Background: an optimization exercise with open tools, aiming at small area, a short achievable clock period and few clock cycles. Do not read the settings as production practice. The RTL was checked by simulation tests, not by an equivalence proof against the original design. Power figures rest on the tool's default switching activity, not on a simulated workload.

### design.v
module pipeline (
        input wire clk,
        input wire reset,
        output wire [16-2-1:0] imem_addr,
        input wire [32-1:0] imem_rdata,
        output wire [16-2-1:0] dmem_addr,
        output wire dmem_we,
        output wire [32-1:0] dmem_wdata,
        input wire [32-1:0] dmem_rdata
    );
    genvar gi;
    reg         m_wen;       
    reg  [4:0]  m_rd;
    reg         m_ld;
    reg         m_st;
    reg  [13:0] m_addr;      
    reg  [31:0] m_res;       
    reg         m_mul;       
    reg  [31:0] m_res2;      
    assign dmem_addr  = m_addr;
    assign dmem_we    = m_st;
    assign dmem_wdata = m_res;
    wire [31:0] mul;
    pfx_add #(32) u_mul (.a(m_res), .b(m_res2), .cin(1'b0), .s(mul));
    wire [31:0] wb_val = m_ld ? dmem_rdata : m_mul ? mul : m_res;
    wire [1023:32] rf;
    generate
        for (gi = 1; gi < 32; gi = gi + 1) begin : g_rf
            reg [31:0] r;
            always @(posedge clk)
                if (m_wen && m_rd == gi)
                    r <= wb_val;
            assign rf[gi*32 +: 32] = r;
        end
    endgenerate
    reg         x_wen, x_ld, x_st, x_br, x_jalr, x_mul;    
    reg  [4:0]  x_rd;
    reg  [31:0] x_a, x_r2;   
    reg         x_a_m, x_a_r, x_r2_m, x_r2_r, x_b_m, x_b_r, x_b_i;
    reg         x_alu;       
    reg         x_sdata;     
    reg         x_sub, x_usgn, x_sra;
    reg  [2:0]  x_f3;
    reg         x_predtk;    
    reg  [31:0] x_imm;       
    reg  [31:2] x_v1;        
    wire [31:0] a  = ({32{x_a_m}} & m_res) | ({32{x_a_r}} & x_a);
    wire [31:0] r2 = ({32{x_r2_m}} & m_res) | ({32{x_r2_r}} & x_r2);
    wire [31:0] bx = ({32{x_b_m}} & (m_res ^ {32{x_sub}})) |
                     ({32{x_b_r}} & (x_r2 ^ {32{x_sub}})) |
                     ({32{x_b_i}} & x_imm);
    wire [31:0] b  = bx;     
    wire [32:0] ax  = {~x_usgn & a[31], a};
    wire [32:0] bx1 = {x_usgn ? x_sub : bx[31], bx};
    wire [32:0] sum;
    pfx_add #(33) u_add (.a(ax), .b(bx1), .cin(x_sub), .s(sum));
    wire lt = sum[32];
    wire geu;
    pfx_carry #(32) u_cmp (.a(a), .b(~r2), .cin(1'b1), .cout(geu));
    wire br_ltu = ~geu;
    wire br_lt  = (a[31] ^ r2[31]) ? a[31] : br_ltu;
    wire br_eq  = a == r2;
    wire taken  = (x_f3[2] ? (x_f3[1] ? br_ltu : br_lt) : br_eq) ^ x_f3[0];
    wire [31:0] a_rev, sh_rev;
    wire [32:0] sh_out;
    generate
        for (gi = 0; gi < 32; gi = gi + 1) begin : g_rev
            assign a_rev[gi]  = a[31-gi];
            assign sh_rev[gi] = sh_out[31-gi];
        end
    endgenerate
    wire signed [32:0] sh_ext = {x_sra & a[31], x_f3[2] ? a : a_rev};
    assign sh_out = sh_ext >>> b[4:0];
    wire [31:0] res = x_alu ? alu : x_sdata ? r2 : {x_v1, 2'b00};
    wire [4:0] mb = r2[4:0];
    wire b_neg0 = mb[1];                     
    wire b_one0 = mb[0];
    wire b_two0 = mb[1] & ~mb[0];
    wire b_neg1 = mb[3] & ~(mb[2] & mb[1]);  
    wire b_one1 = mb[2] ^ mb[1];
    wire b_two1 = (mb[3] & ~mb[2] & ~mb[1]) | (~mb[3] & mb[2] & mb[1]);
    wire b_one2 = mb[4] ^ mb[3];             
    wire b_two2 = mb[4] & mb[3];
    wire [31:0] a2  = {a[30:0], 1'b0};
    wire [31:0] bp0 = ({32{b_one0}} & a) | ({32{b_two0}} & a2);
    wire [31:0] bp1 = ({32{b_one1}} & a) | ({32{b_two1}} & a2);
    wire [31:0] bp2 = ({32{b_one2}} & a) | ({32{b_two2}} & a2);
    wire [31:0] q0 = bp0 ^ {32{b_neg0}};
    wire [31:0] q1 = {bp1[29:0] ^ {30{b_neg1}}, 1'b0, b_neg0};
    wire [31:0] q2 = {bp2[27:0], 1'b0, b_neg1, 2'b0};
    wire [31:0] cs_s = q0 ^ q1 ^ q2;
    wire [31:0] cs_c = {(q0[30:0] & q1[30:0]) | (q0[30:0] & q2[30:0]) | (q1[30:0] & q2[30:0]), 1'b0};
    reg [31:0] alu;
    always @(*) begin
        case (x_f3)
            3'b000: alu = x_mul ? cs_s : sum[31:0];
            3'b001: alu = sh_rev;
            3'b010: alu = {31'b0, lt};
            3'b011: alu = {31'b0, lt};
            3'b100: alu = a ^ b;
            3'b101: alu = sh_out[31:0];
            3'b110: alu = a | b;
            default: alu = a & b;
        endcase
    end
    wire redirect = x_jalr || (x_br && (taken ^ x_predtk));
    wire [31:2] redirect_pc = x_jalr ? sum[31:2] : x_v1;
    reg  [31:2] pc;
    wire [31:0] inst = imem_rdata;
    assign imem_addr = pc[16-1:2];
    wire [4:0] opc = inst[6:2];
    wire [2:0] f3  = inst[14:12];
    wire [4:0] rd  = inst[11:7];
    wire [4:0] rs1 = inst[19:15];
    wire [4:0] rs2 = inst[24:20];
    wire op_r     = opc == 5'b01100;
    wire op_i     = opc == 5'b00100;
    wire op_lui   = opc == 5'b01101;
    wire op_auipc = opc == 5'b00101;
    wire op_ld    = opc == 5'b00000;
    wire op_st    = opc == 5'b01000;
    wire op_jal   = opc == 5'b11011;
    wire op_jalr  = opc == 5'b11001;
    wire op_br    = opc == 5'b11000;
    wire op_sys   = opc == 5'b11100;
    wire [31:0] imm_i = {{20{inst[31]}}, inst[31:20]};
    wire [31:0] imm_s = {{20{inst[31]}}, inst[31:25], inst[11:7]};
    wire [31:0] imm_b = {{19{inst[31]}}, inst[31], inst[7], inst[30:25], inst[11:8], 1'b0};
    wire [31:0] imm_u = {inst[31:12], 12'b0};
    wire [31:0] imm_j = {{11{inst[31]}}, inst[31], inst[19:12], inst[20], inst[30:21], 1'b0};
    wire [31:0] rv1, rv2;
    generate
        for (gi = 0; gi < 32; gi = gi + 1) begin : g_rd
            wire [31:1] c1, c2;
            genvar k;
            for (k = 1; k < 32; k = k + 1) begin : g_k
                assign c1[k] = rs1 == k && rf[k*32+gi];
                assign c2[k] = rs2 == k && rf[k*32+gi];
            end
            assign rv1[gi] = |c1;
            assign rv2[gi] = |c2;
        end
    endgenerate
    wire mf1 = m_wen && m_rd == rs1;
    wire mf2 = m_wen && m_rd == rs2;
    wire [31:0] a_f  = mf1 ? wb_val : rv1;
    wire [31:0] r2_f = mf2 ? wb_val : rv2;
    wire [31:2] pc4 = pc + 30'd1;
    wire [31:2] imm_pc = inst[2] ? imm_j[31:2] : imm_b[31:2];
    wire [31:2] pcimm;
    pfx_add #(30) u_pcadd (.a(pc), .b(imm_pc), .cin(1'b0), .s(pcimm));
    wire [31:12] auipc_hi;
    pfx_add #(20) u_auipc (.a(pc[31:12]), .b(imm_u[31:12]), .cin(1'b0), .s(auipc_hi));
    wire predtk = op_jal || (op_br && inst[31]);
    wire use1 = !(op_lui || op_auipc || op_jal);
    wire use2 = op_r || op_st || op_br;
    wire wen  = rd != 5'd0 && (op_r || op_i || op_lui || op_auipc || op_ld ||
                               op_jal || op_jalr || op_sys);
    wire stall = (x_ld || x_mul) && ((use1 && rs1 == x_rd) || (use2 && rs2 == x_rd));
    wire [31:2] v1 = op_lui   ? imm_u[31:2] :
                     op_sys   ? 30'b0 :
                     op_auipc ? {auipc_hi, pc[11:2]} :
                     (op_br && !predtk) ? pcimm : pc4;
    wire alu_op = op_r || op_i;
    wire sub  = (alu_op && f3[2:1] == 2'b01) || (op_r && f3 == 3'b000 && inst[30]);
    wire fwd1 = x_wen && rs1 == x_rd;
    wire fwd2 = x_wen && rs2 == x_rd;
    always @(posedge clk) begin
        if (reset)
            pc <= 32'h200 >> 2;
        else if (redirect)
            pc <= redirect_pc;
        else if (!stall)
            pc <= predtk ? pcimm : pc4;
        if (reset || redirect || stall) begin
            x_wen  <= 1'b0;
            x_ld   <= 1'b0;
            x_st   <= 1'b0;
            x_br   <= 1'b0;
            x_jalr <= 1'b0;
            x_mul  <= 1'b0;
        end else begin
            x_wen  <= wen;
            x_ld   <= op_ld;
            x_st   <= op_st;
            x_br   <= op_br;
            x_jalr <= op_jalr;
            x_mul  <= op_r && inst[25];
        end
        x_rd    <= rd;
        x_a     <= a_f;
        x_r2    <= r2_f;
        x_a_m   <= fwd1;
        x_a_r   <= !fwd1;
        x_r2_m  <= fwd2;
        x_r2_r  <= !fwd2;
        x_b_m   <= op_r && fwd2;
        x_b_r   <= op_r && !fwd2;
        x_b_i   <= !op_r;
        x_alu   <= alu_op;
        x_sdata <= op_st;
        x_sub   <= sub;
        x_usgn  <= f3[0];
        x_sra   <= f3[2] && inst[30];
        x_f3    <= (op_r || op_i || op_br) ? f3 : 3'b000;
        x_predtk <= predtk;
        x_imm   <= (op_st ? imm_s : imm_i) ^ {32{sub}};
        x_v1    <= v1;
        if (reset) begin
            m_wen <= 1'b0;
            m_ld  <= 1'b0;
            m_st  <= 1'b0;
        end else begin
            m_wen <= x_wen;
            m_ld  <= x_ld;
            m_st  <= x_st;
        end
        m_rd   <= x_rd;
        m_addr <= sum[16-1:2];
        m_res  <= res;
        m_mul  <= x_mul;
        m_res2 <= cs_c;
    end
endmodule
module pfx_add #(parameter W = 32) (
        input  wire [W-1:0] a,
        input  wire [W-1:0] b,
        input  wire         cin,
        output wire [W-1:0] s
    );
    wire [W-1:0] p0 = a ^ b;
    reg  [W-1:0] g, p;
    integer i, d;
    always @(*) begin
        g = a & b;
        p = p0;
        g[0] = g[0] | (p[0] & cin);
        for (d = 1; d < W; d = d * 2)
            for (i = W - 1; i >= d; i = i - 1) begin
                g[i] = g[i] | (p[i] & g[i-d]);
                p[i] = p[i] & p[i-d];
            end
    end
    assign s = p0 ^ {g[W-2:0], cin};
endmodule
module pfx_carry #(parameter W = 32) (
        input  wire [W-1:0] a,
        input  wire [W-1:0] b,
        input  wire         cin,
        output wire         cout
    );
    reg [63:0] g, p;
    integer i, n;
    always @(*) begin
        g = 64'b0;
        p = {64{1'b1}};
        g[0] = cin;
        for (i = 0; i < W; i = i + 1) begin
            g[i+1] = a[i] & b[i];
            p[i+1] = a[i] | b[i];
        end
        for (n = 32; n >= 1; n = n / 2)
            for (i = 0; i < n; i = i + 1) begin
                g[i] = g[2*i+1] | (p[2*i+1] & g[2*i]);
                p[i] = p[2*i+1] & p[2*i];
            end
    end
    assign cout = g[0];
endmodule
### run.sh
#!/bin/bash
# synth_recipe.tcl (not shown) runs the flow's synth.tcl, then flattens the netlist and writes it again
# the make line also repeats each setting of config.mk as NAME=value (left out here)
make -C /OpenROAD-flow-scripts/flow DESIGN_CONFIG=/design/flow/config.mk WORK_HOME=/design/flow/orfs CLKGATE_MAP_FILE= SYNTH_SCRIPT=/design/flow/synth_recipe.tcl finish
### config.mk
export PLATFORM = sky130hd
export DESIGN_NAME = pipeline
export DESIGN_NICKNAME = pipeline
export VERILOG_FILES = /design/flow/design.v
export SDC_FILE = /design/flow/constraint.sdc
export NUM_CORES = 4
export LEC_CHECK = 0
export CAP_MARGIN = 20
export CORE_MARGIN = 2
export CORE_UTILIZATION = 50
export PLACE_DENSITY = 0.6
export SETUP_SLACK_MARGIN = 5
export SLEW_MARGIN = 20
### constraint.sdc
create_clock -name core_clock -period 10.0 [get_ports {clk}]
set_input_delay 2.0000 -clock core_clock [delete_from_list [all_inputs] [get_ports {clk}]]
set_output_delay 2.0000 -clock core_clock [all_outputs]
set_load 0.01 [all_outputs]
==> results of run 1 <==
## repair_timing
action,CTS,global route
setup buffers,9,7
gates cloned,0,1
pin swaps,5,12
hold buffers,0,0
endpoints found under the hold margin,0,0
setup endpoints to repair,140,159
resized for setup,69,73
## cell families after synthesis
logic type / share of synthesized area [%]
flip-flops: 52.7
XOR/XNOR: 2.54
adder cells (fa/ha/maj): 4.92
buffers and inverters: 4.13
AND/OR/NAND/NOR: 8.63
AO/OA/AOI/OAI: 24.4
multiplexers: 2.71
## state kept, by name (all words and copies together) (netlist names), 14 cells and up
register  cells
m_addr       14
m_res        32
x_r2         32
x_a          32
pc           30
x_v1         30
m_res2       30
g_rf.r      992
## cells in the mapped netlist, types with 83 or more instances
cell / n
nor2_1: 422
xnor2_1: 119
mux2i_1: 83
inv_1: 163
ha_1: 209
nand4_1: 144
a22o_1: 414
a221oi_1: 412
a21oi_1: 394
edfxtp_1: 992
clkbuf_1: 365
o21ai_0: 177
nand2_1: 267
a22oi_1: 258
dfxtp_1: 248
nor3_1: 118
## final cells by class
type | count | area, µm² | share of cell area [%]
sequential | 1240 | 34800 | 46.5
multi-input combinational | 3927 | 29700 | 39.7
clock buffer | 162 | 3650 | 4.89
timing repair buffer | 370 | 3150 | 4.22
tap | 1755 | 2200 | 2.94
clock inverter | 65 | 679 | 0.908
inverter | 170 | 638 | 0.853
antenna | 8 | 20.0 | 0.0268
## routing by layer
metal  track usage [%]  wire length (µm)  up-vias
met5             0.321               222        -
met4              38.0             34500       10
met3              18.5             50100     1783
met2              70.9            141000     5963
met1              58.1            113000    29018
li1                  -                 -    23377
## stage by stage
step	total power, µW	instance area, µm²	utilization (%)	hold WS [ns]	worst slack, ns
floorplan	7710	66000	-	0.329	5.00
global placement	9120	69900	53.3	0.388	3.42
detailed placement	9130	69900	53.3	0.386	3.38
CTS	14000	74400	56.8	0.398	5.01
global route	14500	74800	57.0	0.408	4.83
finish	14300	74800	57.0	0.401	4.73
## power breakdown
group / internal (µW) / switching (µW)
logic: 1060 / 2230
clock network: 2800 / 2210
registers: 5820 / 161
## final timing paths
check / endpoint / slack, ns / depth (start not counted) / start
max: x_a[4]$_DFF_P_ / 4.73 / 8 / imem_rdata[19]
min: m_rd[0]$_DFF_P_ / 0.40 / 0 / x_rd[0]$_DFF_P_
max reg2reg: x_br$_SDFF_PP0_ / 4.91 / 13 / x_a_m$_DFF_P_
min reg2reg: m_rd[0]$_DFF_P_ / 0.40 / 0 / x_rd[0]$_DFF_P_
==> summary.md, run 1 <==
| Metric | Value |
|---|---|
| Status | timing/DRC/antenna clean |
| Post-synth net total | a little over 6000 |
| Post-synth top flop | edfxtp_1 |
| Worst vdd ir | about 0.19 mV |
| Crit-path cells | clkdlybuf4s50_1 -> or2_2 -> nor2_4 -> buf_4 -> a221oi_1 -> nand4_1 -> nor3_1 -> a21oi_1 |
| Initial antenna violation count | 12 |
| Final setup skew | around 0.052 ns |
| Vias in the first global route | approximately 56000 |
| Crit end category | flip-flop |
| Sequential-to-total area share from yosys stat | between 50 and 60% |
| Inst Count DP | around 7400 |
| Slew Limit Headroom | between 10% and 20% |
| Root buffer cell | clkbuf_16 |
| Worst EP arrival | between 5 and 6 ns |
| 1st-iter DRT viols | 11266 |
| Share of cells above drive strength 1 | between 10% and 20% |
| Non-filler cells, final | a little under 8000 |
| Slowest-stage cell, CP | nor2_4 |
| # DRC | 0 |
| First-pass GRT wire length | around 460000 µm |
| Per-cell routed wire length | about 44 µm |
| HPWL after DPL | 207000 µm |
| Commonest non-fill, non-tap cell in the layout | edfxtp_1 |
| Die area | 0.135 mm² |
| P per Cell Area | between 150 and 200 mW/mm² |
| RSZ-0062 raised after global routing | yes |
| GRT Total Usage | about half |
| F_max | between 150 and 200 MHz |
| Startpoint types | input port |
| Gpl congestion | just over 1 |
| Inserted Clock Buffers | ~130 |
| Family with the most delay on the worst path | simple AND/OR/NAND/NOR gates |
| Maxcap violations | 0 |
| Clk Latency, worst-skew pair | 0.82 ns |
| Worst Hold Class | reg2reg |
| Unique masters post-synth | just under 90 |
| Endpoints failing setup | 0 |
| Gr ovfl total | 0 |
| Fillers | ~11000 |
| PortBufs | approximately 120 |
| Routed via count | around 60000 |
| Tmin final | between 5 and 6 ns |
| Seq cells post-synth | between 1000 and 1500 |
| Final net count | 6147 |
| Clock Sinks | around 1200 |
| Synth async-reset ratio | 0% |
| P&R area growth vs syn | 13.4% |
| H-tree Lvls | 4 |
| Share of the synthesized area in the top cell type | a little under half |
| Warnings from Yosys | 6 |
| Boundary Pins | 127 |
| WL final | ~340000 µm |
| Syn Std Cell Area | approximately 0.066 mm² |
| CP max FO | 21 |
| Static leakage | ~0.026 µW |
| Post-synth EDFFs | around 1000 |
| Fraction of the cycle the final worst path needs | a little over half |
| Core area | 0.131 mm² |
| Worst-path clk slew | 0.07 ns |
| Final hold violations | 0 |
| Yosys top cell by area | edfxtp_1 |
| Final ANT Viol Nets | 0 |
| Clock Tree Buf Depth | 3 |
| Commonest cells after routing, fill and taps aside | edfxtp_1, a221oi_1, a22o_1 |
| Synth Instances | a little under 6000 |
| Worst endpoint required time | roughly 11 ns |
| Setup TNS Final | 0 ns |
| Slowest stage delay, CP | ~0.8 ns |
| Synth Area per Inst | ~11 µm² |
| Vias/cell | ~7.8 |
| Drt pass-1 iters | 11 |
| Kind of critical path | in2reg |
| CTS tree | yes |
| Largest net degree at the start of global routing | between 60 and 70 |
| Initial core utilization | 50.3% |
| Final Max Tran Viols | 0 |
| CP Buf/Inv Count | 2 |
| Row count | ~130 |
| Top cells by area, synth | edfxtp_1, dfxtp_1, a22o_1 |
| Die height | 367 µm |
| Actual slew at the worst max-slew pin | around 1.3 ns |
| Die width | about 370 µm |
Testbench counts, summed over its fixed seeds: cycles 152,448.
==> run 2: changes to the inputs <==
--- a/design.v
+++ b/design.v
@@ -33,7 +33,14 @@
             assign rf[gi*32 +: 32] = r;
         end
     endgenerate
-    reg         x_wen, x_ld, x_st, x_br, x_jalr, x_mul;    
+    reg         x_valid;     
+    reg         xr_wen, xr_ld, xr_st, xr_br, xr_jalr, xr_mul;
+    wire        x_wen  = x_valid & xr_wen;
+    wire        x_ld   = x_valid & xr_ld;
+    wire        x_st   = x_valid & xr_st;
+    wire        x_br   = x_valid & xr_br;
+    wire        x_jalr = x_valid & xr_jalr;
+    wire        x_mul  = x_valid & xr_mul;
     reg  [4:0]  x_rd;
     reg  [31:0] x_a, x_r2;   
     reg         x_a_m, x_a_r, x_r2_m, x_r2_r, x_b_m, x_b_r, x_b_i;
@@ -42,13 +49,13 @@
     reg         x_sub, x_usgn, x_sra;
     reg  [2:0]  x_f3;
     reg         x_predtk;    
-    reg  [31:0] x_imm;       
+    reg  [11:0] x_imm;       
     reg  [31:2] x_v1;        
     wire [31:0] a  = ({32{x_a_m}} & m_res) | ({32{x_a_r}} & x_a);
     wire [31:0] r2 = ({32{x_r2_m}} & m_res) | ({32{x_r2_r}} & x_r2);
     wire [31:0] bx = ({32{x_b_m}} & (m_res ^ {32{x_sub}})) |
                      ({32{x_b_r}} & (x_r2 ^ {32{x_sub}})) |
-                     ({32{x_b_i}} & x_imm);
+                     ({32{x_b_i}} & {{20{x_imm[11]}}, x_imm});
     wire [31:0] b  = bx;     
     wire [32:0] ax  = {~x_usgn & a[31], a};
     wire [32:0] bx1 = {x_usgn ? x_sub : bx[31], bx};
@@ -70,7 +77,9 @@
         end
     endgenerate
     wire signed [32:0] sh_ext = {x_sra & a[31], x_f3[2] ? a : a_rev};
-    assign sh_out = sh_ext >>> b[4:0];
+    wire [4:0] shamt = ({5{x_b_m}} & m_res[4:0]) | ({5{x_b_r}} & x_r2[4:0]) |
+                       ({5{x_b_i}} & x_imm[4:0]);
+    assign sh_out = sh_ext >>> shamt;
     wire [31:0] res = x_alu ? alu : x_sdata ? r2 : {x_v1, 2'b00};
     wire [4:0] mb = r2[4:0];
     wire b_neg0 = mb[1];                     
@@ -93,7 +102,7 @@
     reg [31:0] alu;
     always @(*) begin
         case (x_f3)
-            3'b000: alu = x_mul ? cs_s : sum[31:0];
+            3'b000: alu = xr_mul ? cs_s : sum[31:0];
             3'b001: alu = sh_rev;
             3'b010: alu = {31'b0, lt};
             3'b011: alu = {31'b0, lt};
@@ -105,7 +114,9 @@
     end
     wire redirect = x_jalr || (x_br && (taken ^ x_predtk));
     wire [31:2] redirect_pc = x_jalr ? sum[31:2] : x_v1;
-    reg  [31:2] pc;
+    reg  [31:2] pc_pred, pc_redir;
+    reg         use_redir;
+    wire [31:2] pc = use_redir ? pc_redir : pc_pred;
     wire [31:0] inst = imem_rdata;
     assign imem_addr = pc[16-1:2];
     wire [4:0] opc = inst[6:2];
@@ -167,26 +178,20 @@
     wire fwd2 = x_wen && rs2 == x_rd;
     always @(posedge clk) begin
         if (reset)
-            pc <= 32'h200 >> 2;
-        else if (redirect)
-            pc <= redirect_pc;
-        else if (!stall)
-            pc <= predtk ? pcimm : pc4;
-        if (reset || redirect || stall) begin
-            x_wen  <= 1'b0;
-            x_ld   <= 1'b0;
-            x_st   <= 1'b0;
-            x_br   <= 1'b0;
-            x_jalr <= 1'b0;
-            x_mul  <= 1'b0;
-        end else begin
-            x_wen  <= wen;
-            x_ld   <= op_ld;
-            x_st   <= op_st;
-            x_br   <= op_br;
-            x_jalr <= op_jalr;
-            x_mul  <= op_r && inst[25];
-        end
+            pc_pred <= 32'h200 >> 2;
+        else if (stall)
+            pc_pred <= pc;
+        else
+            pc_pred <= predtk ? pcimm : pc4;
+        pc_redir  <= redirect_pc;
+        use_redir <= !reset && redirect;
+        x_valid <= !reset && !redirect && !stall;
+        xr_wen  <= wen;
+        xr_ld   <= op_ld;
+        xr_st   <= op_st;
+        xr_br   <= op_br;
+        xr_jalr <= op_jalr;
+        xr_mul  <= op_r && inst[25];
         x_rd    <= rd;
         x_a     <= a_f;
         x_r2    <= r2_f;
@@ -204,7 +209,7 @@
         x_sra   <= f3[2] && inst[30];
         x_f3    <= (op_r || op_i || op_br) ? f3 : 3'b000;
         x_predtk <= predtk;
-        x_imm   <= (op_st ? imm_s : imm_i) ^ {32{sub}};
+        x_imm   <= (op_st ? imm_s[11:0] : imm_i[11:0]) ^ {12{sub}};
         x_v1    <= v1;
         if (reset) begin
             m_wen <= 1'b0;
==> flow/run.sh (new file) <==
#!/bin/bash
# The standard flow: the standard flow's synthesis unchanged, then the layout with the
# port buffers made of buf_4 cells and the resizer asked for more setup slack.
set -euo pipefail
bash standard.sh synth > synth.log 2>&1
export BUFFER_PORTS_ARGS="-buffer_cell sky130_fd_sc_hd__buf_4"
bash standard.sh SETUP_SLACK_MARGIN=6 finish > layout.log 2>&1
==> standard.sh (new file) <==
#!/bin/bash
# synth_recipe.tcl (not shown) runs the flow's synth.tcl, then flattens the netlist and writes it again
# the make line also repeats each setting of config.mk as NAME=value (left out here)
make -C /OpenROAD-flow-scripts/flow DESIGN_CONFIG=/design/flow/config.mk WORK_HOME=/design/flow/orfs CLKGATE_MAP_FILE= SYNTH_SCRIPT=/design/flow/synth_recipe.tcl "${@:-finish}"
--- a/config.mk
+++ b/config.mk
@@ -8,6 +8,7 @@
 export CAP_MARGIN = 20
 export CORE_MARGIN = 2
 export CORE_UTILIZATION = 50
+export CTS_BUF_LIST = sky130_fd_sc_hd__clkbuf_8
 export PLACE_DENSITY = 0.6
-export SETUP_SLACK_MARGIN = 5
 export SLEW_MARGIN = 20
+export TNS_END_PERCENT = 20
removed: run.sh
==> run 2 against run 1 <==
  * Design area grew 2.8%
  * Synthesized cell count grew 1.9%
  * Total power shrank 0.96%
  * Sequential cell count grew 31
  * Critical path depth grew 1
==> summary.md, run 2 <==
| Metric | Value |
|---|---|
| DP Worst Slack | 4.51 ns |
| Yosys top cell by area | edfxtp_1 |
| Fraction of the cycle the final worst path needs | a little over two fifths |
| Boundary Pins | approximately 130 |
| Commonest cells after routing, fill and taps aside | edfxtp_1, a22o_1, a221oi_1 |
| Core area | 0.133 mm² |
| Crit path launch | imem_rdata[20] |
| Kind of critical path | in2reg |
| Clk Latency, worst-skew pair | ~1.0 ns |
| Final net count | 6390 |
| Inserted Clock Buffers | slightly above 200 |
| Final hold violations | 0 |
| GRT Total Usage | a little under 50% |
| P&R area growth vs syn | 15.0% |
| WL final | between 300000 and 400000 µm |
| Vias/cell | roughly 7.7 |
| Share of cells above drive strength 1 | between 10% and 20% |
| Final setup skew | 0.118 ns |
| Largest net degree at the start of global routing | between 70 and 80 |
| Commonest cells in the netlist | edfxtp_1, a22o_1, a221oi_1 |
| Gpl congestion | 1.07 |
| Worst EP arrival | 5.14 ns |
| Slack of the worst reg-to-reg path | approximately 5.8 ns |
| Final Max Tran Viols | 0 |
| Worst endpoint required time | 10.80 ns |
| Final ANT Viol Nets | 0 |
| 1st-iter DRT viols | between 10000 and 15000 |
| Reg2Reg Launch Point | m_res[15]$_DFF_P_ |
| Tmin final | 4.34 ns |
| Top cells by area, synth | edfxtp_1, dfxtp_1, a22o_1 |
| Worst r2r dst | g_rf[13].r[22]$_DFFE_PP_ |
| Post-synth EDFFs | 992 |
| Syn Std Cell Area | about 0.067 mm² |
| Sequential-to-total area share from yosys stat | between 50% and 60% |
| Non-filler cells, final | 8029 |
| Setup TNS Final | 0 ns |
| RSZ-0062 raised after global routing | yes |
| Commonest non-fill, non-tap cell in the layout | edfxtp_1 |
| # DRC | 0 |
| Hold Buf Count CTS | 0 |
| Most flop-heavy register | g_rf.r |
| H-tree Lvls | 4 |
| CP max FO | 22 |
| Vias in the first global route | roughly 57000 |
| Crit path to | x_r2[3]$_DFF_P_ |
| First-pass GRT wire length | roughly 460000 µm |
| Row count | 134 |
| Post-synth top flop | edfxtp_1 |
| Unique masters post-synth | 95 |
| Crit end category | flip-flop |
| Worst vdd ir | 0.145 mV |
| Die height | ~370 µm |
| Die area | between 0.1 and 0.15 mm² |
| F_max | roughly 230 MHz |
| Static leakage | 0.0277 µW |
| Clock Sinks | 1271 |
| Synth async-reset ratio | 0% |
| Warnings from Yosys | 6 |
| Initial core utilization | roughly 50% |
| R2R depth | 9 |
| Gr ovfl total | 0 |
| Startpoint types | input port |
| CTS tree | yes |
| Drt pass-1 iters | 13 |
| Maxcap violations | 0 |
| Worst-path clk slew | roughly 0.060 ns |
| Slew Limit Headroom | under 10% |
| HPWL after DPL | slightly above 200000 µm |
| Actual slew at the worst max-slew pin | 1.43 ns |
| Status | timing/DRC/antenna clean |
| Worst Hold Class | reg2reg |
| Die width | around 370 µm |
| PortBufs | roughly 120 |
| P per Cell Area | 184 mW/mm² |
| Final WS setup | 5.66 ns |
| Clock Tree Buf Depth | 3 |
| Post-synth net total | roughly 6200 |
| Synth Instances | between 5000 and 6000 |
| Endpoints failing setup | 0 |
| Count leader, synth | edfxtp_1 |
| Routed via count | 61668 |
| Per-cell routed wire length | about 43 µm |
| Max FFs per register | approximately 1000 |
| Seq cells post-synth | approximately 1300 |
| Inst Count DP | between 7000 and 8000 |
| Root buffer cell | clkbuf_8 |
| Synth Area per Inst | around 11 µm² |
| Share of the synthesized area in the top cell type | between 40% and 50% |
| Initial antenna violation count | 7 |
run 2: per-stage QoR:
stage          utilization [%]  hold WS (ns)  area, µm²  total power [µW]
2_1_floorplan                -         0.373      67100              7820
3_3_place_gp              53.1         0.394      70700              9220
3_5_place_dp              53.1         0.385      70700              9220
4_1_cts                   56.8         0.397      75600             13800
5_1_grt                   57.8         0.394      76900             14500
6_report                  57.8         0.397      76900             14100
run 2: area by class of cell:
| type | instances | area [µm²] |
|---|---|---|
| timing repair buffer | 391 | 3260 |
| sequential | 1271 | 35400 |
| multi-input combinational | 4006 | 30900 |
| tap | 1768 | 2210 |
| timing repair inverter | 15 | 110 |
| clock inverter | 164 | 1220 |
| antenna | 6 | 15.0 |
| inverter | 196 | 820 |
| clock buffer | 212 | 2920 |
| fill | 11268 | 56200 |
run 2: cell families (layout without fill, tap and decap cells):
kind of cell               Yosys count  after routing  share of synthesized area (%)
xor gates and xnor gates           243            243                           3.18
buffers and inverters              648            978                           3.84
adders and majority gates          240            240                           4.84
muxes                              147            147                           2.86
other                                0              6                              0
and+or+nand+nor                   1279           1279                           8.95
DFF                               1271           1271                           52.9
AOI/OAI and AO/OA                 2096           2097                           23.4
run 2: worst max-delay path: stages:
cell and delay (ns):
buf_4 0.18, nand2b_2 0.42, nor2_4 0.71, buf_4 0.68, a22o_1 0.26, a221oi_1 0.06
nand4_1 0.16, nor3_1 0.06, a21oi_1 0.56
run 2: power by group:
group	switching [µW]	internal (µW)
registers	151	5930
logic	2290	1120
clock network	2330	2320
total	4770	9370
run 2: worst min-delay path by stage:
stage | start | to | slack, ns | cells past startpoint
after detailed placement | x_rd[4]$_DFF_P_ | m_rd[4]$_DFF_P_ | 0.38 | 0
final | x_rd[4]$_DFF_P_ | m_rd[4]$_DFF_P_ | 0.40 | 0
after floorplan | x_rd[0]$_DFF_P_ | m_rd[0]$_DFF_P_ | 0.37 | 0
after CTS | x_rd[4]$_DFF_P_ | m_rd[4]$_DFF_P_ | 0.40 | 0
after global routing | x_rd[4]$_DFF_P_ | m_rd[4]$_DFF_P_ | 0.39 | 0
after global placement | x_rd[4]$_DFF_P_ | m_rd[4]$_DFF_P_ | 0.39 | 0
run 2: metal layers:
metal	vias up	GRT usage (%)	part of all wire, %
met5	-	0.140	0.11
met3	1988	20.3	16
met2	6212	69.1	40
met1	29549	58.7	33
li1	23906	-	-
met4	13	36.4	10
run 2: repair_timing:
action / 4_1_cts / 5_1_grt
resized for setup: 128 / 167
buffers inserted: 22 / 42
pin swaps: 8 / 22
cloned: 7 / 13
setup endpoints to repair: 740 / 762
Testbench counts of run 2, summed over its fixed seeds: cycles 152,448.
==> run 3: changes to the inputs <==
--- a/config.mk
+++ b/config.mk
@@ -5,6 +5,7 @@
 export SDC_FILE = /design/flow/constraint.sdc
 export NUM_CORES = 4
 export LEC_CHECK = 0
+export ABC_AREA = 1
 export CAP_MARGIN = 20
 export CORE_MARGIN = 2
 export CORE_UTILIZATION = 50
==> run 3 against run 2 <==
  * Still clean
  * Synthesized cell count rose by 35%
  * Register-to-register slack better by 0.04 ns
  * Synthesized area is 5.0% higher
  * Clock-buffer cell count increased by 12
  * Largest cell class unchanged
==> summary.md, run 3 <==
| Metric | Value |
|---|---|
| Status | timing/DRC/antenna clean |
| Boundary Pins | roughly 130 |
| PortBufs | around 120 |
| Share of cells above drive strength 1 | between 10% and 20% |
| Per-cell routed wire length | approximately 33 µm |
| Final setup skew | between 0.1 and 0.15 ns |
| Warnings from Yosys | 6 |
| Synth async-reset ratio | 0% |
| Max FFs per register | 992 |
| Maxcap violations | 0 |
| Worst-path clk slew | approximately 0.060 ns |
| H-tree Lvls | 4 |
| F_max | about 230 MHz |
| R2R depth | 13 |
| Setup TNS Final | 0 ns |
| Worst EP arrival | about 5.0 ns |
| Post-synth top flop | edfxtp_1 |
| Hold Buf Count CTS | 0 |
| Row count | roughly 140 |
| Most frequent CP cell | buf_4 |
| GRT Total Usage | between 40% and 50% |
| Startpoint types | input port |
| Vias/cell | ~6.6 |
| WHS Path Cells | 0 |
| Clock Sinks | 1271 |
| Slowest stage delay, CP | about 0.7 ns |
| Slowest-stage cell, CP | nor4_2 |
| Core area | roughly 0.14 mm² |
| HPWL after DPL | 227000 µm |
| Post-synth net total | just over 8000 |
| 1st-iter DRT viols | between 10000 and 15000 |
| Final hold violations | 0 |
| Tmin final | ~4.3 ns |
| Crit end category | flip-flop |
| RSZ-0062 raised after global routing | yes |
| Inst Count DP | 9794 |
| Post-synth EDFFs | about 990 |
| Static leakage | 0.0323 µW |
| P per Cell Area | 180 mW/mm² |
| Die height | 379 µm |
| Routed via count | ~67000 |
| Hold Slack | 0.407 ns |
| Synth Instances | 7990 |
| DP Worst Slack | 3.99 ns |
| Most flop-heavy register | g_rf.r |
| Fillers | 12637 |
| Kind of critical path | in2reg |
| Clk Latency, worst-skew pair | approximately 1.0 ns |
| Sequential-to-total area share from yosys stat | between 50 and 60% |
| Worst vdd ir | around 0.17 mV |
| Design area | around 0.080 mm² |
| Die width | ~380 µm |
| Unique masters post-synth | just under 70 |
| Root buffer cell | clkbuf_8 |
| Drt pass-1 iters | 9 |
| Seq cells post-synth | 1271 |
| Initial antenna violation count | 18 |
| # DRC | 0 |
| Family with the most delay on the worst path | buffers and inverters |
| Final Max Tran Viols | 0 |
| Top cells by area, synth | edfxtp_1, nand2_1, dfxtp_1 |
| Count leader, synth | nand2_1 |
| Vias in the first global route | between 60000 and 70000 |
| Worst Hold Class | reg2reg |
| Gr ovfl total | 0 |
| Gpl congestion | between 1 and 1.5 |
| Share of the synthesized area in the top cell type | between 40% and 50% |
| Initial core utilization | between 50% and 60% |
| Commonest non-fill, non-tap cell in the layout | nand2_1 |
| Commonest cells after routing, fill and taps aside | nand2_1, inv_1, edfxtp_1 |
| Non-filler cells, final | 10265 |
| Final net count | 8500 |
| P&R area growth vs syn | 13.8% |
| CP Depth | 11 |
| Yosys top cell by area | edfxtp_1 |
| First-pass GRT wire length | around 460000 µm |
| CP max FO | 16 |
| Synth Area per Inst | between 8 and 9 µm² |
| Inserted Clock Buffers | about 210 |
| Largest net degree at the start of global routing | 58 |
| Commonest cells in the netlist | nand2_1, inv_1, edfxtp_1 |
| Final ANT Viol Nets | 0 |
| Die area | between 0.1 and 0.15 mm² |
| Worst endpoint required time | 10.75 ns |
| Final WS setup | around 5.7 ns |
| WL final | 335000 µm |
| CP Buf/Inv Count | 5 |
| Syn Std Cell Area | about 0.07 mm² |
| Crit-path cells | buf_4 -> inv_2 -> nor2_1 -> nand3_1 -> buf_4 -> clkinv_1 -> buf_4 -> a221oi_1 -> nand4_1 -> nor4_2 -> a31oi_1 |
| Actual slew at the worst max-slew pin | about 1.2 ns |
| CTS tree | yes |
| Clock Tree Buf Depth | 3 |
| Endpoints failing setup | 0 |
| Slew Limit Headroom | 16.6% |
| Fraction of the cycle the final worst path needs | around 43% |
| DP Area | about 0.074 mm² |
## run 3: layer usage
layer	up-vias	track usage (%)	routed length [µm]
met3	1292	12.1	42300
met4	10	36.2	32700
met1	32130	55.9	117000
met2	5234	67.8	143000
li1	28640	-	-
met5	-	0.172	55
## run 3: cell type report
class	instances	area, µm²	share of cell area, %
Antenna cell	11	27.5	0.0344
Clock buffer	224	3080	3.86
Clock inverter	168	1230	1.54
Inverter	1109	4310	5.39
Multi-Input combinational cell	5230	30400	38.1
Sequential cell	1271	35400	44.3
Tap cell	1876	2350	2.94
Timing Repair Buffer	373	3080	3.85
Timing Repair inverter	3	22.5	0.0282
## run 3: timing repair
| action | in CTS | in global routing |
|---|---|---|
| gates resized for setup | 159 | 161 |
| cloned | 5 | 3 |
| setup buffers | 25 | 32 |
| endpoints found under the hold margin | 0 | 0 |
| pin swaps | 8 | 18 |
| endpoints found under the setup margin | 157 | 142 |
## run 3: cell families (layout without fill, tap and decap cells)
| group | count (synthesis) | in the layout | synth area share, % |
|---|---|---|---|
| AND/OR/NAND/NOR | 2971 | 2972 | 17.9 |
| AO/OA/AOI/OAI | 1850 | 1850 | 16.9 |
| buffers and inverters | 1490 | 1877 | 8.08 |
| flip-flops | 1271 | 1271 | 50.4 |
| adder cells (fa/ha/maj) | 239 | 239 | 4.59 |
| XOR/XNOR | 162 | 162 | 2.02 |
| multiplexers | 7 | 7 | 0.105 |
| other | 0 | 11 | 0 |
## run 3: worst paths after layout
check | startpoint | endpoint | slack (ns)
max | imem_rdata[21] | x_r2[26]$_DFF_P_ | 5.74
min | x_rd[1]$_DFF_P_ | m_rd[1]$_DFF_P_ | 0.41
max reg2reg | x_a_m$_DFF_P_ | m_res[12]$_DFF_P_ | 5.80
min reg2reg | x_rd[1]$_DFF_P_ | m_rd[1]$_DFF_P_ | 0.41
## run 3: power breakdown
group | switching [µW] | internal (µW) | total [µW]
clock network | 2320 | 2430 | 4750
logic | 2470 | 966 | 3440
registers | 197 | 5970 | 6160
## run 3: stage by stage
| stage | util, % | power, µW |
|---|---|---|
| finish | 57.3 | 14400 |
| CTS | 56.6 | 14100 |
| floorplan | - | 7910 |
| global placement | 52.9 | 9410 |
| global route | 57.3 | 14700 |
| detailed placement | 52.9 | 9410 |
==> run 4: changes to the inputs <==
==> config.mk (replaced) <==
export PLATFORM = sky130hd
export DESIGN_NAME = pipeline
export DESIGN_NICKNAME = pipeline
export VERILOG_FILES = /design/flow/design.v
export SDC_FILE = /design/flow/constraint.sdc
export NUM_CORES = 4
export LEC_CHECK = 0
export CAP_MARGIN = 20
export CORE_MARGIN = 2
export CORE_UTILIZATION = 58
export CTS_BUF_LIST = sky130_fd_sc_hd__clkbuf_8
export PLACE_DENSITY = 0.68
export SLEW_MARGIN = 20
export TNS_END_PERCENT = 20
==> run 4 against run 3 <==
  * Worst hold slack got worse by 0.0031 ns
  * Total power is 2.6% lower
  * Non-clock buffer count decreased by 7
  * Clock skew fell by 0.047 ns
  * Critical path depth shrank 2
  * Maximum frequency shrank 3.9%
  * Core utilization up 9.1 points
  * Clock-buffer cell count fell by 17
  * Worst setup slack lost 0.17 ns
  * Global-route usage is 9.3 points higher
  * Sequential power is 1% lower
==> summary.md, run 4 <==
| Metric | Value |
|---|---|
| Status | timing/DRC/antenna clean |
| Multi-input logic area | a little over 0.03 mm² |
| Slack of the worst reg-to-reg path | between 5 and 6 ns |
| Final Max Tran Viols | 0 |
| Worst vdd ir | ~0.16 mV |
| P per Cell Area | between 150 and 200 mW/mm² |
| Final net count | 6350 |
| Slowest-stage cell, CP | buf_4 |
| Final setup skew | about 0.064 ns |
| Worst Hold Class | reg2reg |
| Gpl congestion | ~1.1 |
| Drt pass-1 iters | 14 |
| Commonest non-fill, non-tap cell in the layout | edfxtp_1 |
| Die height | 344 µm |
| Die area | around 0.12 mm² |
| Hold Buf Count CTS | 0 |
| CP Buf/Inv Count | 2 |
| Worst EP arrival | 5.21 ns |
| RSZ-0062 raised after global routing | yes |
| Worst endpoint required time | around 11 ns |
| Kind of critical path | in2reg |
| Endpoints failing setup | 0 |
| Count leader, synth | edfxtp_1 |
| Crit-path cells | buf_4 -> or3b_2 -> nor2_4 -> buf_4 -> a22o_1 -> a221oi_1 -> nand4_1 -> nor3_1 -> a21oi_1 |
| Worst-path clk slew | about 0.070 ns |
| Post-synth net total | slightly above 6000 |
| Final hold violations | 0 |
| Boundary Pins | approximately 130 |
| Share of cells above drive strength 1 | approximately 17% |
| Post-synth top flop | edfxtp_1 |
| Setup TNS Final | 0 ns |
| Syn Std Cell Area | ~0.067 mm² |
| Inserted Clock Buffers | approximately 200 |
| Synth Area per Inst | around 11 µm² |
| Seq cells post-synth | 1271 |
| 1st-iter DRT viols | ~14000 |
| CP max FO | 23 |
| Maxcap violations | 0 |
| Clock Tree Buf Depth | 3 |
| PortBufs | approximately 120 |
| Slowest stage delay, CP | 0.69 ns |
| CTS tree | yes |
| Initial core utilization | about three fifths |
| Yosys top cell by area | edfxtp_1 |
| WL final | roughly 330000 µm |
| Max FFs per register | around 990 |
| Slew Limit Headroom | between 20% and 30% |
| Sequential-to-total area share from yosys stat | between 50% and 60% |
| Top cells by area, synth | edfxtp_1, dfxtp_1, a22o_1 |
| Inst Count DP | 7298 |
| HPWL after DPL | around 190000 µm |
| Sequential Area | roughly 0.035 mm² |
| Fraction of the cycle the final worst path needs | between 40% and 50% |
| Synth Instances | 5924 |
| Core area | roughly 0.11 mm² |
| F_max | approximately 230 MHz |
| Tmin final | around 4.4 ns |
| Most frequent CP cell | buf_4 |
| Warnings from Yosys | 6 |
| Static leakage | ~0.027 µW |
| Crit end category | flip-flop |
| Vias in the first global route | between 50000 and 60000 |
| Fillers | roughly 8600 |
| Per-cell routed wire length | 43.1 µm |
| Row count | approximately 120 |
| # DRC | 0 |
| Commonest cells in the netlist | edfxtp_1, a22o_1, a221oi_1 |
| Commonest cells after routing, fill and taps aside | edfxtp_1, a22o_1, a221oi_1 |
| Most flop-heavy register | g_rf.r |
| Share of the synthesized area in the top cell type | 44.5% |
| Vias/cell | 8.13 |
| Family with the most delay on the worst path | simple AND/OR/NAND/NOR gates |
| Initial antenna violation count | 17 |
| Actual slew at the worst max-slew pin | ~1.2 ns |
| Unique masters post-synth | 95 |
| Clock Sinks | around 1300 |
| Final ANT Viol Nets | 0 |
| Clk Latency, worst-skew pair | approximately 0.96 ns |
| Largest net degree at the start of global routing | 65 |
| P&R area growth vs syn | 13.4% |
| Non-filler cells, final | slightly below 8000 |
| Routed via count | approximately 63000 |
| Die width | approximately 340 µm |
| GRT Total Usage | between 50 and 60% |
| Gr ovfl total | 0 |
| Synth async-reset ratio | 0% |
| Root buffer cell | clkbuf_8 |
| Post-synth EDFFs | approximately 1000 |
| H-tree Lvls | 4 |
| First-pass GRT wire length | approximately 450000 µm |
| Startpoint types | input port |
## run 4: cell count changes after synthesis, sizes merged, moves of 102 or more
cell | previous run | this run
nand3 | 429 | 109
xnor2 | 33 | 135
a221oi | 234 | 394
a22o | 60 | 431
inv | 1077 | 191
o21ai | 441 | 222
o22ai | 494 | 28
nand2 | 1697 | 345
a22oi | 3 | 242
## run 4: path summary, 6_finish.rpt
path	startpoint	end	cells after the start
worst min-delay path	x_rd[0]$_DFF_P_	m_rd[0]$_DFF_P_	0
worst min register to register	x_rd[0]$_DFF_P_	m_rd[0]$_DFF_P_	0
worst max register to register	m_res[1]$_DFF_P_	g_rf[10].r[13]$_DFFE_PP_	12
worst max-delay path	imem_rdata[21]	x_r2[18]$_DFF_P_	9
## run 4: layout make-up
type | instances | share of cell area [%]
sequential | 1271 | 46.7
multi-input combinational | 4005 | 40.3
timing repair buffer | 366 | 4.07
clock buffer | 207 | 3.75
tap | 1512 | 2.49
clock inverter | 153 | 1.54
inverter | 196 | 1.05
timing repair inverter | 8 | 0.0791
antenna | 11 | 0.0363
## run 4: cell families after synthesis
| group | count (synthesis) | synth area share, % |
|---|---|---|
| compound gates | 2096 | 23.4 |
| xor+xnor | 243 | 3.18 |
| fa+ha+maj | 240 | 4.84 |
| buf+inv | 648 | 3.84 |
| flops | 1271 | 52.9 |
| mux | 147 | 2.86 |
| simple gates | 1279 | 8.95 |
## run 4: power by group
group	switching (µW)	internal, µW
sequential	171	5930
combinational	2250	1080
clock	2280	2270
total	4700	9280
## run 4: what timing repair did
| item | in CTS | in global routing |
|---|---|---|
| endpoints found under the setup margin | 729 | 727 |
| cloned | 9 | 6 |
| pin swaps | 5 | 23 |
| buffers inserted | 24 | 19 |
| resized for setup | 139 | 101 |
## run 4: per-layer routing
layer	share of wire [%]	vias up	GRT usage (%)
met5	0.22	-	3.13
met4	12	28	45.8
met2	39	7145	75.4
met1	31	29258	63.1
met3	18	2606	28.0
li1	-	23831	-
## run 4: per-stage QoR
step / cell area [µm²] / util, % / hold WS, ns / worst slack, ns / power [µW]
after floorplan: 67100 / - / 0.373 / 5.36 / 7820
after global placement: 70300 / 61.5 / 0.386 / 4.43 / 9150
after detailed placement: 70300 / 61.5 / 0.390 / 4.56 / 9170
after CTS: 75100 / 65.7 / 0.407 / 5.74 / 13600
after global routing: 75900 / 66.3 / 0.416 / 5.67 / 14200
final: 75900 / 66.4 / 0.404 / 5.56 / 14000
==> run 5: changes to the inputs <==
--- a/config.mk
+++ b/config.mk
@@ -7,8 +7,8 @@
 export LEC_CHECK = 0
 export CAP_MARGIN = 20
 export CORE_MARGIN = 2
-export CORE_UTILIZATION = 58
+export CORE_UTILIZATION = 50
 export CTS_BUF_LIST = sky130_fd_sc_hd__clkbuf_8
-export PLACE_DENSITY = 0.68
+export PLACE_DENSITY = 0.6
 export SLEW_MARGIN = 20
-export TNS_END_PERCENT = 20
+export TNS_END_PERCENT = 10
==> run 5 against run 4 <==
  * Synthesized cell count did not move
  * Non-clock buffer count fell by 1
  * Cell count rose by 3.6%
  * Combinational power fell by 2%
  * First-iteration DRC count fell by 8.5%
  * Register-to-register slack barely moved
  * Sequential share of layout area fell by 0.19 points
  * Clock skew rose by 0.024 ns
  * Total power rose by 1.4%
  * Critical path type unchanged
==> summary.md, run 5 <==
| Metric | Value |
|---|---|
| Commonest cells after routing, fill and taps aside | edfxtp_1, a22o_1, a221oi_1 |
| Post-synth net total | between 6000 and 7000 |
| Static leakage | 0.0274 µW |
| Setup TNS Final | 0 ns |
| Kind of critical path | in2reg |
| Family with the most delay on the worst path | simple AND/OR/NAND/NOR gates |
| # DRC | 0 |
| PortBufs | around 120 |
| DP Area | around 0.071 mm² |
| Syn Std Cell Area | 0.0669 mm² |
| Initial antenna violation count | 14 |
| Top cells by area, synth | edfxtp_1, dfxtp_1, a22o_1 |
| Fraction of the cycle the final worst path needs | between 40% and 50% |
| Slowest-stage cell, CP | nor3_1 |
| P&R area growth vs syn | 13.9% |
| Worst-path clk slew | 0.06 ns |
| Clock power share | between 30% and 40% |
| Final net count | 6362 |
| Design area | about 0.076 mm² |
| Worst EP arrival | roughly 5.3 ns |
| Gpl congestion | approximately 1.1 |
| Boundary Pins | ~130 |
| Crit end category | flip-flop |
| Final setup skew | 0.0879 ns |
| Synth Instances | just under 6000 |
| Startpoint types | input port |
| Slowest stage delay, CP | 0.97 ns |
| P per Cell Area | approximately 190 mW/mm² |
| HPWL after DPL | roughly 210000 µm |
| Most frequent CP cell | buf_4 |
| Tmin final | 4.57 ns |
| WHS Path Cells | 0 |
| Unique masters post-synth | 95 |
| Core area | 0.133 mm² |
| Share of the synthesized area in the top cell type | 44.5% |
| Worst endpoint required time | ~11 ns |
| First-pass GRT wire length | 464000 µm |
| Crit path launch | imem_rdata[18] |
| Int Power | roughly 9500 µW |
| Most flop-heavy register | g_rf.r |
| Warnings from Yosys | 6 |
| Final Max Tran Viols | 0 |
| Sw Ratio | between 30% and 40% |
| Final Util | between 50% and 60% |
| Synth Area per Inst | approximately 11 µm² |
| Post-synth top flop | edfxtp_1 |
| Max FFs per register | just under 1000 |
| 1st-iter DRT viols | between 10000 and 15000 |
| Clock Tree Buf Depth | 3 |
| Power share of the combinational group | about 23% |
| Final hold violations | 0 |
| Reg2Reg Launch Point | x_a_r$_DFF_P_ |
| Hold Slack | 0.410 ns |
| Actual slew at the worst max-slew pin | about 1.2 ns |
| Sequential-to-total area share from yosys stat | 52.9% |
| Initial core utilization | roughly half |
| Non-filler cells, final | between 8000 and 9000 |
| Switch Pwr | between 4000 and 5000 µW |
| Maxcap violations | 0 |
| RSZ-0062 raised after global routing | yes |
| Die height | 370 µm |
| Seq cells post-synth | 1271 |
| Vias/cell | 7.73 |
| CTS tree | yes |
| Post-synth EDFFs | around 990 |
| Die area | roughly 0.14 mm² |
| Per-cell routed wire length | between 40 and 50 µm |
| Inserted Clock Buffers | just over 200 |
| Inst Count DP | between 7000 and 8000 |
| H-tree Lvls | 4 |
| Endpoints failing setup | 0 |
| Die width | between 300 and 400 µm |
| Worst Hold Class | reg2reg |
| Commonest cells in the netlist | edfxtp_1, a22o_1, a221oi_1 |
| Drt pass-1 iters | 12 |
| Clk Latency, worst-skew pair | 1.00 ns |
| Gr ovfl total | 0 |
| Final ANT Viol Nets | 0 |
| Vias in the first global route | 57346 |
| Synth async-reset ratio | 0% |
| CP max FO | 17 |
| Routed via count | approximately 62000 |
| Slew Limit Headroom | between 10% and 20% |
| Worst hold start | x_rd[4]$_DFF_P_ |
| Crit-path cells | buf_4 -> nand2_1 -> nor2_4 -> buf_4 -> a22o_1 -> a221oi_1 -> nand4_1 -> nor3_1 -> a21oi_1 |
| Seq pwr share | a little over two fifths |
| CP Buf/Inv Count | 2 |
| Commonest non-fill, non-tap cell in the layout | edfxtp_1 |
| Count leader, synth | edfxtp_1 |
| Row count | 134 |
| R2R depth | 11 |
| Clock Sinks | between 1000 and 1500 |
| Fillers | between 10000 and 15000 |
| Largest net degree at the start of global routing | a little under 60 |
| Share of cells above drive strength 1 | between 15 and 20% |
| Root buffer cell | clkbuf_8 |
| CP Depth | 9 |
| Status | timing/DRC/antenna clean |
| Worst vdd ir | 0.138 mV |
| GRT Total Usage | 49.1% |
| WL final | 344000 µm |
| Yosys top cell by area | edfxtp_1 |
| F_max | roughly 220 MHz |
-- run 5: routing by layer --
layer  GRT usage, %  vias up  share of wire (%)
met3           20.4     2017                 15
met1           58.6    29660                 33
met4           38.6       18                 10
li1               -    23851                  -
met5           2.03        -               0.17
met2           69.5     6337                 41
-- run 5: path summary, 6_finish.rpt --
path                             to  slack [ns]
setup / recovery    x_a[13]$_DFF_P_        5.43
hold / removal      m_rd[4]$_DFF_P_        0.41
setup reg to reg  m_res[26]$_DFF_P_        5.72
hold reg to reg     m_rd[4]$_DFF_P_        0.41
-- run 5: cell type report --
cell class,instances,area [µm²],area share (%)
Sequential cell,1271,35400,46.5
Multi-Input combinational cell,4005,30400,39.9
Clock buffer,220,3030,3.98
Timing Repair Buffer,365,2930,3.85
Tap cell,1768,2210,2.90
Clock inverter,151,1250,1.65
Inverter,196,803,1.05
Timing Repair inverter,14,105,0.138
Antenna cell,14,35.0,0.0460
-- run 5: logic make-up after synthesis --
| logic type | Yosys count | share of synthesized area [%] |
|---|---|---|
| fa+ha+maj | 240 | 4.84 |
| flops | 1271 | 52.9 |
| compound gates | 2096 | 23.4 |
| xor+xnor | 243 | 3.18 |
| simple gates | 1279 | 8.95 |
| buf+inv | 648 | 3.84 |
| mux | 147 | 2.86 |
-- run 5: what timing repair did --
| item | 4_1_cts | 5_1_grt |
|---|---|---|
| cloned | 5 | 11 |
| endpoints found under the hold margin | 0 | 0 |
| setup buffers | 21 | 12 |
| hold buffers | 0 | 0 |
| endpoints found under the setup margin | 744 | 790 |
| pin swaps | 10 | 2 |
| resized for setup | 116 | 58 |
-- run 5: power groups by stage --
stage               logic [µW]  registers (µW)  clock network, µW
finish                    3260            6080               4830
global route              3350            6090               5020
floorplan                 1690            6130                  0
detailed placement        2960            6190                  0
global placement          2950            6190                  0
CTS                       3050            6080               4800
-- run 5: through the flow --
| stage | setup slack [ns] | total power (µW) |
|---|---|---|
| final | 5.43 | 14200 |
| after floorplan | 5.36 | 7820 |
| after global routing | 5.64 | 14500 |
| after CTS | 5.57 | 13900 |
| after detailed placement | 4.33 | 9150 |
| after global placement | 4.39 | 9140 |
-- run 5: worst register-to-register path: stages (launching register included) --
cell	delay [ns]
dfxtp_1	0.34
buf_8	0.29
a22o_1	0.72
ha_1	0.42
nand3_1	0.28
o21ai_0	0.57
nor2_1	0.19
o21ai_0	0.25
nor2_2	0.11
o21ai_0	0.32
xnor2_2	0.19
o311ai_1	0.45
==> run 6: changes to the inputs <==
--- a/design.v
+++ b/design.v
@@ -22,7 +22,7 @@
     assign dmem_wdata = m_res;
     wire [31:0] mul;
     pfx_add #(32) u_mul (.a(m_res), .b(m_res2), .cin(1'b0), .s(mul));
-    wire [31:0] wb_val = m_ld ? dmem_rdata : m_mul ? mul : m_res;
+    wire [31:0] wb_val = m_mul ? mul : m_ld ? dmem_rdata : m_res;
     wire [1023:32] rf;
     generate
         for (gi = 1; gi < 32; gi = gi + 1) begin : g_rf
@@ -117,8 +117,9 @@
     reg  [31:2] pc_pred, pc_redir;
     reg         use_redir;
     wire [31:2] pc = use_redir ? pc_redir : pc_pred;
+    reg  [15:2] ia;
     wire [31:0] inst = imem_rdata;
-    assign imem_addr = pc[16-1:2];
+    assign imem_addr = ia;
     wire [4:0] opc = inst[6:2];
     wire [2:0] f3  = inst[14:12];
     wire [4:0] rd  = inst[11:7];
@@ -184,6 +185,14 @@
         else
             pc_pred <= predtk ? pcimm : pc4;
         pc_redir  <= redirect_pc;
+        if (reset)
+            ia <= 32'h200 >> 2;
+        else if (redirect)
+            ia <= redirect_pc[15:2];
+        else if (predtk && !stall)
+            ia <= pcimm[15:2];
+        else
+            ia <= stall ? pc[15:2] : pc4[15:2];
         use_redir <= !reset && redirect;
         x_valid <= !reset && !redirect && !stall;
         xr_wen  <= wen;
--- a/config.mk
+++ b/config.mk
@@ -11,4 +11,4 @@
 export CTS_BUF_LIST = sky130_fd_sc_hd__clkbuf_8
 export PLACE_DENSITY = 0.6
 export SLEW_MARGIN = 20
-export TNS_END_PERCENT = 10
+export TNS_END_PERCENT = 20
==> run 6 against run 5 <==
  * Global-route usage fell by 0.91 points
  * Design area grew 1.6%
  * Via count decreased by 1.1%
  * Critical path type unchanged
  * Clock power grew 5.4%
  * Core utilization is 0.77 points higher
  * Largest power group unchanged
  * Highest routed layer unchanged
  * Cell count up 0.49%
==> summary.md, run 6 <==
| Metric | Value |
|---|---|
| F_max | between 200 and 250 MHz |
| Post-synth top flop | edfxtp_1 |
| Sequential-to-total area share from yosys stat | ~53% |
| CTS tree | yes |
| Seq cells post-synth | about 1300 |
| Row count | 134 |
| Commonest cells after routing, fill and taps aside | edfxtp_1, a22o_1, a221oi_1 |
| Setup TNS Final | 0 ns |
| HPWL after DPL | approximately 200000 µm |
| Worst EP arrival | roughly 5.4 ns |
| Reg2Reg Launch Point | m_res[1]$_DFF_P_ |
| Slowest-stage cell, CP | nor2_4 |
| Clock Tree Buf Depth | 3 |
| CP Buf/Inv Count | 2 |
| Root buffer cell | clkbuf_8 |
| Fillers | approximately 11000 |
| WL final | ~340000 µm |
| CP max FO | 20 |
| Endpoints failing setup | 0 |
| Worst hold start | x_rd[2]$_DFF_P_ |
| Fraction of the cycle the final worst path needs | between 40% and 50% |
| Post-synth EDFFs | between 900 and 1000 |
| Tmin final | ~4.6 ns |
| Post-synth net total | 6254 |
| Syn Std Cell Area | approximately 0.067 mm² |
| Gr ovfl total | 0 |
| Synth Instances | 5948 |
| Final setup skew | approximately 0.075 ns |
| Status | timing/DRC/antenna clean |
| PortBufs | 124 |
| Gpl congestion | roughly 1 |
| Final hold violations | 0 |
| Routed via count | 61220 |
| Largest net degree at the start of global routing | 64 |
| Crit end category | flip-flop |
| Core area | 0.133 mm² |
| Die height | ~370 µm |
| Share of the synthesized area in the top cell type | 44.3% |
| Commonest cells in the netlist | edfxtp_1, a22o_1, nor2_1 |
| Commonest non-fill, non-tap cell in the layout | edfxtp_1 |
| 1st-iter DRT viols | about 12000 |
| Boundary Pins | roughly 130 |
| Static leakage | approximately 0.028 µW |
| Final Max Tran Viols | 0 |
| Maxcap violations | 0 |
| Crit-path cells | buf_4 -> nand3_1 -> nor2_4 -> buf_4 -> a22o_1 -> a221oi_1 -> nand4_1 -> nor3_1 -> a21oi_1 |
| RSZ-0062 raised after global routing | yes |
| Final ANT Viol Nets | 0 |
| Synth Area per Inst | between 10 and 15 µm² |
| Count leader, synth | edfxtp_1 |
| Initial core utilization | around half |
| Vias in the first global route | 56896 |
| Warnings from Yosys | 6 |
| Hold Buf Count CTS | 0 |
| DP Worst Slack | 3.84 ns |
| P&R area growth vs syn | 15.0% |
| Clock Sinks | roughly 1300 |
| # DRC | 0 |
| Die area | around 0.14 mm² |
| P per Cell Area | around 190 mW/mm² |
| Per-cell routed wire length | roughly 42 µm |
| Initial antenna violation count | 15 |
| Startpoint types | input port |
| Family with the most delay on the worst path | simple AND/OR/NAND/NOR gates |
| Worst endpoint required time | around 11 ns |
| Top cells by area, synth | edfxtp_1, dfxtp_1, a22o_1 |
| Slowest stage delay, CP | about 0.99 ns |
| GRT Total Usage | about half |
| Vias/cell | around 7.6 |
| Unique masters post-synth | 91 |
| Clk Latency, worst-skew pair | between 1 and 1.5 ns |
| Worst Hold Class | reg2reg |
| Most frequent CP cell | buf_4 |
| Slew Limit Headroom | a little under an eighth |
| Kind of critical path | in2reg |
| Crit path launch | imem_rdata[16] |
| First-pass GRT wire length | approximately 460000 µm |
| Worst vdd ir | 0.163 mV |
| Max FFs per register | about 1000 |
| Hold Slack | 0.403 ns |
| Final WS setup | 5.39 ns |
| Yosys top cell by area | edfxtp_1 |
| Inserted Clock Buffers | approximately 210 |
| Drt pass-1 iters | 14 |
| Actual slew at the worst max-slew pin | 1.31 ns |
| Final net count | between 6000 and 7000 |
| Die width | around 370 µm |
| Worst-path clk slew | about 0.07 ns |
| Share of cells above drive strength 1 | approximately 18% |
| H-tree Lvls | 4 |
| Synth async-reset ratio | 0% |
| Most flop-heavy register | g_rf.r |
## run 6: worst paths after layout
path              cells after the start                       end  slack, ns
setup reg to reg                     12  g_rf[10].r[13]$_DFFE_PP_       5.60
hold reg to reg                       0           m_rd[2]$_DFF_P_       0.40
hold / removal                        0           m_rd[2]$_DFF_P_       0.40
setup / recovery                      9           x_a[25]$_DFF_P_       5.39
## run 6: through the flow
| stage | instance area [µm²] | cells | utilization [%] | total power, µW |
|---|---|---|---|---|
| after floorplan | 67500 | 5948 | - | 7820 |
| after global placement | 71000 | 7571 | 53.2 | 9170 |
| after detailed placement | 71000 | 7571 | 53.2 | 9170 |
| after CTS | 76600 | 8002 | 57.4 | 14300 |
| after global routing | 77400 | 8038 | 58.0 | 14800 |
| final | 77400 | 8043 | 58.0 | 14500 |
## run 6: cell families after synthesis
family / Yosys count / share of synthesized area (%)
adders and majority gates: 241 / 4.82
buffers and inverters: 642 / 3.69
muxes: 172 / 3.24
AOI/OAI and AO/OA: 2080 / 23.1
DFF: 1285 / 53.0
and+or+nand+nor: 1277 / 8.88
xor gates and xnor gates: 251 / 3.27
## run 6: cell type report
| type | count | area (µm²) | share of cell area, % |
|---|---|---|---|
| Clock inverter | 159 | 1380 | 1.79 |
| Antenna cell | 7 | 17.5 | 0.0226 |
| Timing Repair Buffer | 383 | 3190 | 4.12 |
| Multi-Input combinational cell | 4021 | 30900 | 40.0 |
| Tap cell | 1768 | 2210 | 2.86 |
| Clock buffer | 236 | 3250 | 4.20 |
| Sequential cell | 1285 | 35700 | 46.1 |
| Timing Repair inverter | 5 | 35.0 | 0.0453 |
| Inverter | 179 | 708 | 0.915 |
## run 6: what timing repair did
action                                  CTS  global route
cloned                                    5             6
endpoints found under the setup margin  486           426
setup buffers                            31            27
resized for setup                       129            86
pin swaps                                26            43
## run 6: per-layer routing
layer	wire [µm]	share of wire [%]	up-vias	track usage [%]
met4	32300	9.5	25	35.1
met2	141000	41	5896	69.0
li1	-	-	23951	-
met1	116000	34	29657	59.0
met5	370	0.11	-	1.36
met3	50900	15	1691	18.4
## run 6: power by group
part / total (µW) / internal, µW / switching [µW]
clock: 5090 / 2700 / 2380
combinational: 3290 / 1100 / 2190
sequential: 6140 / 5980 / 162
Testbench counts of run 6, summed over its fixed seeds: cycles 152,448.

-- afterwards: timing with drivers on the ports --
No port has a modelled driver above. Below, the same layouts with a new extraction and two added sets of constraints. Step 1: set_driving_cell puts a clkbuf_16 on clk and a buf_2 on each other input, an assumption about the parent block. Step 2 also shifts input and output timing later by t, the mid clock arrival at the registers, as if the neighbouring blocks saw the same clock. Slacks: ideal ports / drivers / drivers and shift; pairs: ideal ports / drivers.
run | t, ns | setup slack, ns | worst setup path at the end | slew at the worst register clock pin (ns)
run 1 | 0.875 | 4.732 / 4.788 / 3.914 | input to register | 0.08 / 0.08
run 2 | 1.048 | 5.658 / 5.710 / 4.661 | input to register | 0.08 / 0.08
run 3 | 1.051 | 5.735 / 5.772 / 4.749 | input to register | 0.08 / 0.08
run 4 | 1.012 | 5.564 / 5.615 / 4.603 | input to register | 0.08 / 0.08
run 5 | 1.028 | 5.426 / 5.474 / 4.446 | input to register | 0.10 / 0.10
run 6 | 1.054 | 5.393 / 5.444 / 4.390 | input to register | 0.08 / 0.08
After both steps setup and hold are still met in every run listed. For run 6, which loses most, drivers alone change the setup slack by +0.051 ns; drivers and shift together by -1.003 ns.
